From an optimization exercise on the open Yosys and OpenROAD flow, aimed at small area; shortcuts taken in it are not production practice. At most, simulation tests tie the RTL to the original design; equivalence was not proved. No driver is modelled on the clock port, so clocking that relies on it looks cheaper here than on a real chip.

==> module apb_convolver, before the edit <==
module apb_convolver(
    input  logic                      HCLK,
    input  logic                      HRESETn,
    input  logic               [11:0] PADDR,
    input  logic               [31:0] PWDATA,
    input  logic                      PWRITE,
    input  logic                      PSEL,
    input  logic                      PENABLE,
    output logic               [31:0] PRDATA,
    output logic                      PREADY,
    output logic                      PSLVERR,
    output logic               [3:0]  irq_o,
    output logic                      mem_wen_n,
    output logic               [10:0] mem_addr,
    output logic               [31:0] mem_wdata,
    input  logic               [31:0] mem_rdata
    );
    logic [2:0] rel_addr;
    assign rel_addr = PADDR[4:2];
    assign PREADY  = 1'b1;
    assign PSLVERR = 1'b0;
    assign irq_o   = 4'b0;
    logic wensel, shift, setup_in, display, clc, addr_increment;
    assign wensel         = PWRITE & PENABLE & PSEL;
    assign shift          = wensel & (rel_addr == 3'd3);
    assign setup_in       = PSEL & ~PENABLE & PWRITE & (rel_addr == 3'd3);
    assign display        = wensel & (rel_addr == 3'd4) &  PWDATA[0];
    assign clc            = wensel & (rel_addr == 3'd4) & ~PWDATA[0];
    assign addr_increment = ~PWRITE & PENABLE & PSEL & rel_addr[2];
    logic [31:0] qw1, qw2, qw3, q_inp, h1, h2, q_out;
    logic        q_0, q_1, q_2, q_3, q_4, pa;
    always_ff @(posedge HCLK, negedge HRESETn)
        if (~HRESETn) begin
            qw1 <= '0; qw2 <= '0; qw3 <= '0;
            q_inp <= '0; q_out <= '0;
            q_0 <= 1'b0; q_1 <= 1'b0; q_2 <= 1'b0; q_3 <= 1'b0; q_4 <= 1'b0; pa <= 1'b0;
        end else begin
            if (wensel && rel_addr == 3'd0) qw1 <= PWDATA;
            if (wensel && rel_addr == 3'd1) qw2 <= PWDATA;
            if (wensel && rel_addr == 3'd2) qw3 <= PWDATA;
            if (shift) q_inp <= PWDATA;
            if (q_4) q_out <= mem_rdata;
            q_0 <= shift;
            q_1 <= q_0;
            q_2 <= q_1 && (counter >= 5'd3) && (counter <= 5'd28);
            q_3 <= rel_addr[2];
            q_4 <= q_3;
            pa  <= setup_in;
        end
    always_comb begin
        case (rel_addr)
            3'd0: PRDATA = qw1;
            3'd1: PRDATA = qw2;
            3'd2: PRDATA = qw3;
            3'd3: PRDATA = q_inp;
            3'd5: PRDATA = q_out;
            default: PRDATA = 32'b0;
        endcase
    end
    always_ff @(posedge HCLK)
        if (shift) begin
            h1 <= q_inp;
            h2 <= h1;
        end
    localparam logic [1:0] RESET = 2'd0, CALC = 2'd1, DISPLAY = 2'd2;
    logic [1:0]  state, next_state;
    logic [10:0] address, next_address;
    logic [4:0]  counter, next_counter;
    logic        WRITEn;
    always_ff @(posedge HCLK, negedge HRESETn)
        if (~HRESETn) begin
            state   <= RESET;
            address <= '0;
            counter <= '0;
        end else begin
            state   <= next_state;
            address <= next_address;
            counter <= next_counter;
        end
    always_comb begin
        WRITEn       = 1'b1;
        next_address = address;
        next_counter = counter;
        next_state   = state;
        case (state)
            RESET: begin
                WRITEn = 1'b0;
                next_address = address + 1'b1;
                if (address == 11'd338) begin
                    next_state   = CALC;
                    next_address = '0;
                end
            end
            CALC: begin
                WRITEn = ~q_2;
                if (q_2)
                    next_address = address + 1'b1;
                else if (shift)
                    next_counter = (counter == 5'd28) ? 5'd1 : counter + 1'b1;
                else if (display) begin
                    next_address = '0;
                    next_state   = DISPLAY;
                    next_counter = '0;
                end
            end
            DISPLAY: begin
                if (addr_increment)
                    next_address = address + 1'b1;
                else if (clc) begin
                    next_address = '0;
                    next_state   = CALC;
                end
            end
            default: ;
        endcase
    end
    assign mem_wen_n = WRITEn;
    assign mem_addr  = address;
    logic ph0;
    assign ph0 = ~(pa | q_0 | q_1);
    logic [1:0] dC [4], dB [4], dA [4];    
    always_comb
        for (int k = 0; k < 4; k++) begin
            dC[k] = ({2{ph0}} & PWDATA[8*k+0 +: 2]) | ({2{pa}} & PWDATA[8*k+2 +: 2])
                  | ({2{q_0}} & q_inp[8*k+4 +: 2])  | ({2{q_1}} & q_inp[8*k+6 +: 2]);
            dB[k] = ({2{ph0}} & q_inp[8*k+0 +: 2])  | ({2{pa}} & q_inp[8*k+2 +: 2])
                  | ({2{q_0}} & h1[8*k+4 +: 2])     | ({2{q_1}} & h1[8*k+6 +: 2]);
            dA[k] = ({2{ph0}} & h1[8*k+0 +: 2])     | ({2{pa}} & h1[8*k+2 +: 2])
                  | ({2{q_0}} & h2[8*k+4 +: 2])     | ({2{q_1}} & h2[8*k+6 +: 2]);
        end
    logic [13:0] acc_up, acc_lo, nx_up, nx_lo;
    logic [1:0]  sv_up, sv_lo;
    logic [11:0] fb_up, fb_lo;
    assign fb_up = ph0 ? 12'd0 : acc_up[13:2];
    assign fb_lo = ph0 ? 12'd0 : acc_lo[13:2];
    ksum k_up (.a(fb_up), .s(nx_up),
        .w0(qw1[7:0]), .d0(dC[3]), .w1(qw1[15:8]), .d1(dB[3]), .w2(qw1[23:16]), .d2(dA[3]),
        .w3(qw2[7:0]), .d3(dC[2]), .w4(qw2[15:8]), .d4(dB[2]), .w5(qw2[23:16]), .d5(dA[2]),
        .w6(qw3[7:0]), .d6(dC[1]), .w7(qw3[15:8]), .d7(dB[1]), .w8(qw3[23:16]), .d8(dA[1]));
    ksum k_lo (.a(fb_lo), .s(nx_lo),
        .w0(qw1[7:0]), .d0(dC[2]), .w1(qw1[15:8]), .d1(dB[2]), .w2(qw1[23:16]), .d2(dA[2]),
        .w3(qw2[7:0]), .d3(dC[1]), .w4(qw2[15:8]), .d4(dB[1]), .w5(qw2[23:16]), .d5(dA[1]),
        .w6(qw3[7:0]), .d6(dC[0]), .w7(qw3[15:8]), .d7(dB[0]), .w8(qw3[23:16]), .d8(dA[0]));
    always_ff @(posedge HCLK, negedge HRESETn)
        if (~HRESETn) begin
            acc_up <= '0; acc_lo <= '0; sv_up <= '0; sv_lo <= '0;
        end else begin
            acc_up <= nx_up;
            acc_lo <= nx_lo;
            sv_up  <= acc_up[1:0];
            sv_lo  <= acc_lo[1:0];
        end
    assign mem_wdata = {acc_up, sv_up, acc_lo, sv_lo};
endmodule
==> flow/config.mk <==
export PLATFORM = sky130hd
export DESIGN_NAME = apb_convolver
export DESIGN_NICKNAME = apb_convolver
export VERILOG_FILES = /design/flow/design.v
export SDC_FILE = /design/flow/constraint.sdc
export NUM_CORES = 4
export LEC_CHECK = 0
export ABC_AREA = 1
export CAP_MARGIN = 20
export CORE_MARGIN = 2
export CORE_UTILIZATION = 60
export SLEW_MARGIN = 20
==> flow/constraint.sdc <==
create_clock -name core_clock -period 10.0 [get_ports {HCLK}]
set_input_delay 2.0000 -clock core_clock [delete_from_list [all_inputs] [get_ports {HCLK}]]
set_output_delay 2.0000 -clock core_clock [all_outputs]
set_load 0.01 [all_outputs]
standard.sh (not shown) runs the stock make flow with config.mk's settings and CLKGATE_MAP_FILE= SYNTH_SCRIPT=/design/flow/synth_recipe.tcl, a recipe that flattens the netlist after the stock synthesis.
==> flow/flow/run.sh <==
#!/bin/bash
# Own layout flow, built on the standard ORFS flow (standard.sh):
#  1. the standard synthesis (standard.sh synth, synth_recipe.tcl), with only the ABC
#     mapping script replaced by flow/abc.script (area-oriented mapping); the registers are
#     mapped before ABC runs, so they are the standard synthesis's registers;
#  2. flow/polarity.py rewrites the synthesised netlist's inverters: full adders are
#     self-dual and many gates have a complementary cell, so it picks their polarities to
#     need fewer inverters (registers and the logic function are unchanged);
#  3. the standard floorplan and placement, with port buffers of sky130_fd_sc_hd__buf_1
#     (instead of clkdlybuf4s50_1);
#  5. the rest of the standard flow.
# Each tool's full output goes to a log file of its own in the work folder (flow_*.log);
# ORFS's per-step logs are under orfs/logs/.
set -euo pipefail
RES=orfs/results/${FLOW_PLATFORM}/apb_convolver/base
LIB=${FLOW_HOME}/platforms/${FLOW_PLATFORM}/lib/sky130_fd_sc_hd__tt_025C_1v80.lib
BP="BUFFER_PORTS_ARGS=-buffer_cell sky130_fd_sc_hd__buf_1"

# synthesis: the standard synthesis script, with only its ABC mapping script replaced
# by flow/abc.script (area-oriented mapping); registers are mapped before ABC runs, so they
# are the standard synthesis's registers.
sed "s#log_cmd abc {\*}\$abc_args#lset abc_args [expr {[lsearch \$abc_args -script] + 1}] $PWD/flow/abc.script\n  log_cmd abc {*}\$abc_args#" \
  ${FLOW_HOME}/scripts/synth.tcl > synth_own.tcl
sed "s#source \$::env(SCRIPTS_DIR)/synth.tcl#source $PWD/synth_own.tcl#" synth_recipe.tcl > synth_recipe_own.tcl
bash standard.sh "SYNTH_SCRIPT=$PWD/synth_recipe_own.tcl" synth > flow_synth.log 2>&1
cp ${RES}/1_2_yosys.v ${RES}/1_2_yosys.standard.v
python3 flow/polarity.py ${RES}/1_2_yosys.standard.v ${RES}/1_2_yosys.pol.v ${LIB} > flow_polarity.log 2>&1
cp ${RES}/1_2_yosys.pol.v ${RES}/1_2_yosys.v
rm -f ${RES}/1_synth.odb ${RES}/1_synth.sdc

bash standard.sh "$BP" place > flow_place.log 2>&1

BASE="-sink_clustering_enable -repair_clock_nets -dont_use_dummy_load"
TRIALS=(
  "-buf_list sky130_fd_sc_hd__clkbuf_4 -sink_clustering_size 8 -sink_clustering_max_diameter 80"
  "-buf_list sky130_fd_sc_hd__clkbuf_4 -sink_clustering_size 10 -sink_clustering_max_diameter 60"
  "-buf_list sky130_fd_sc_hd__clkbuf_4 -sink_clustering_size 8 -sink_clustering_max_diameter 60"
  "-buf_list sky130_fd_sc_hd__clkbuf_8 -sink_clustering_size 14 -sink_clustering_max_diameter 60"
  "-buf_list sky130_fd_sc_hd__clkbuf_4 -sink_clustering_size 10 -sink_clustering_max_diameter 35"
  "-buf_list sky130_fd_sc_hd__clkbuf_8 -sink_clustering_size 10 -sink_clustering_max_diameter 60"
)
best_args="$BASE -buf_list sky130_fd_sc_hd__clkbuf_4"
best_area=1e9
: > flow_cts_trials.log
for i in "${!TRIALS[@]}"; do
  args="$BASE ${TRIALS[$i]}"
  line=$(CTS_TRY_ARGS="$args" CTS_TRY_ODB=${RES}/3_place.odb CTS_TRY_SDC=${RES}/3_place.sdc \
         openroad -no_init -exit flow/cts_trial.tcl 2>&1 | tee -a flow_cts_trials.log | grep CTS_TRIAL || true)
  echo "trial $i: $args -> $line" >> flow_cts_trials.log
  area=$(echo "$line" | awk '{print $3}'); slew=$(echo "$line" | awk '{print $5}')
  if [[ -n "$area" && -n "$slew" ]] && awk -v s="$slew" -v a="$area" -v b="$best_area" 'BEGIN{exit !(s < 0.108 && a < b)}'; then
    best_area=$area; best_args="$args"
  fi
done
echo "chosen: $best_args (clock cells $best_area um2)" >> flow_cts_trials.log

bash standard.sh "$BP" "CTS_ARGS=$best_args" finish > flow_layout.log 2>&1
Other scripts of this flow, unchanged in this note and not shown: flow/flow/abc.script, flow/flow/cts_trial.tcl, flow/flow/polarity.py
Rerun with:
--- a/flow/design.v
+++ b/flow/design.v
@@ -964,16 +964,11 @@
     assign addr_increment = ~PWRITE & PENABLE & PSEL & rel_addr[2];
     logic [31:0] qw1, qw2, qw3, q_inp, h1, h2, q_out;
-    logic        q_0, q_1, q_2, q_3, q_4, pa;
+    logic        q_0, q_1, q_2, q_3, q_4, pa, qv, ph0;
     always_ff @(posedge HCLK, negedge HRESETn)
         if (~HRESETn) begin
-            qw1 <= '0; qw2 <= '0; qw3 <= '0;
-            q_inp <= '0; q_out <= '0;
-            q_0 <= 1'b0; q_1 <= 1'b0; q_2 <= 1'b0; q_3 <= 1'b0; q_4 <= 1'b0; pa <= 1'b0;
+            qv    <= 1'b0;
+            q_0 <= 1'b0; q_1 <= 1'b0; q_2 <= 1'b0; q_3 <= 1'b0; q_4 <= 1'b0; pa <= 1'b0; ph0 <= 1'b0;
         end else begin
-            if (wensel && rel_addr == 3'd0) qw1 <= PWDATA;
-            if (wensel && rel_addr == 3'd1) qw2 <= PWDATA;
-            if (wensel && rel_addr == 3'd2) qw3 <= PWDATA;
-            if (shift) q_inp <= PWDATA;
-            if (q_4) q_out <= mem_rdata;
+            if (q_4) qv <= 1'b1;
             q_0 <= shift;
             q_1 <= q_0;
@@ -982,4 +977,5 @@
             q_4 <= q_3;
             pa  <= setup_in;
+            ph0 <= ~(setup_in | shift | q_0);    
         end
     always_comb begin
@@ -989,8 +985,26 @@
             3'd2: PRDATA = qw3;
             3'd3: PRDATA = q_inp;
-            3'd5: PRDATA = q_out;
+            3'd5: PRDATA = qv ? q_out : 32'b0;
             default: PRDATA = 32'b0;
         endcase
     end
+    logic stale;
+    always_ff @(posedge HCLK, negedge HRESETn)
+        if (~HRESETn) stale <= 1'b1;
+        else          stale <= 1'b0;
+    logic [31:0] wdata;
+    assign wdata = PWDATA & {32{~stale}};
+    logic [31:0] qw1n, qw2n, qw3n;
+    assign qw1 = ~qw1n;
+    assign qw2 = ~qw2n;
+    assign qw3 = ~qw3n;
+    always_ff @(posedge HCLK) begin
+        if (stale || (wensel && rel_addr == 3'd0)) qw1n <= ~wdata;
+        if (stale || (wensel && rel_addr == 3'd1)) qw2n <= ~wdata;
+        if (stale || (wensel && rel_addr == 3'd2)) qw3n <= ~wdata;
+        if (stale || shift)                        q_inp <= wdata;
+    end
+    always_ff @(posedge HCLK)
+        if (q_4) q_out <= mem_rdata;
     always_ff @(posedge HCLK)
         if (shift) begin
@@ -1052,6 +1066,4 @@
     assign mem_wen_n = WRITEn;
     assign mem_addr  = address;
-    logic ph0;
-    assign ph0 = ~(pa | q_0 | q_1);
     logic [1:0] dC [4], dB [4], dA [4];    
     always_comb
Design area drops by about 2.4%. Routed wire length is about the same. Sequential share of layout area climbs by 5.4 points. Flip-flop and latch count climbs by 3. Maximum frequency drops by about 1.5%. Clock skew climbs by 0.0059 ns. Core utilization climbs by 0.59 points. Clock-buffer cell count climbs by 2. Via count drops by 11%.
Function not checked in the second run of this note: the RTL went through the layout flow alone.

afterwards: timing with drivers on the ports:
How much do the figures lean on ideal ports? The routed layouts below were timed once more, with nothing changed but the port constraints. Step 1 (the two cells are an assumption about what drives the block):
set clk [get_ports {HCLK}]
set_driving_cell -lib_cell sky130_fd_sc_hd__clkbuf_16 $clk
set_driving_cell -lib_cell sky130_fd_sc_hd__buf_2 [delete_from_list [all_inputs] $clk]
Step 2 times the ports against the registers' clock, not the clock port: input delays grow and output delays shrink by t, the midpoint of the rising clock arrivals with the driver on. Three values: ideal, step 1, step 2; two values: the first two.
run | t, ns | setup WS [ns] | worst setup path at the end | slew at the worst register clock pin (ns) | worst data-port slew with drivers (ns)
the first run | 0.695 | 0.446 / 0.446 / -0.145 | input to register | 0.10 / 0.10 | 0.08
the second run | 0.694 | 0.298 / 0.298 / -0.355 | input to register | 0.11 / 0.11 | 0.07
With both steps, setup timing fails in the first run and the second run, where it was met with ideal ports. The setup slack of the second run, which loses most, moves by 0.000 ns with the drivers and by -0.653 ns with both steps.
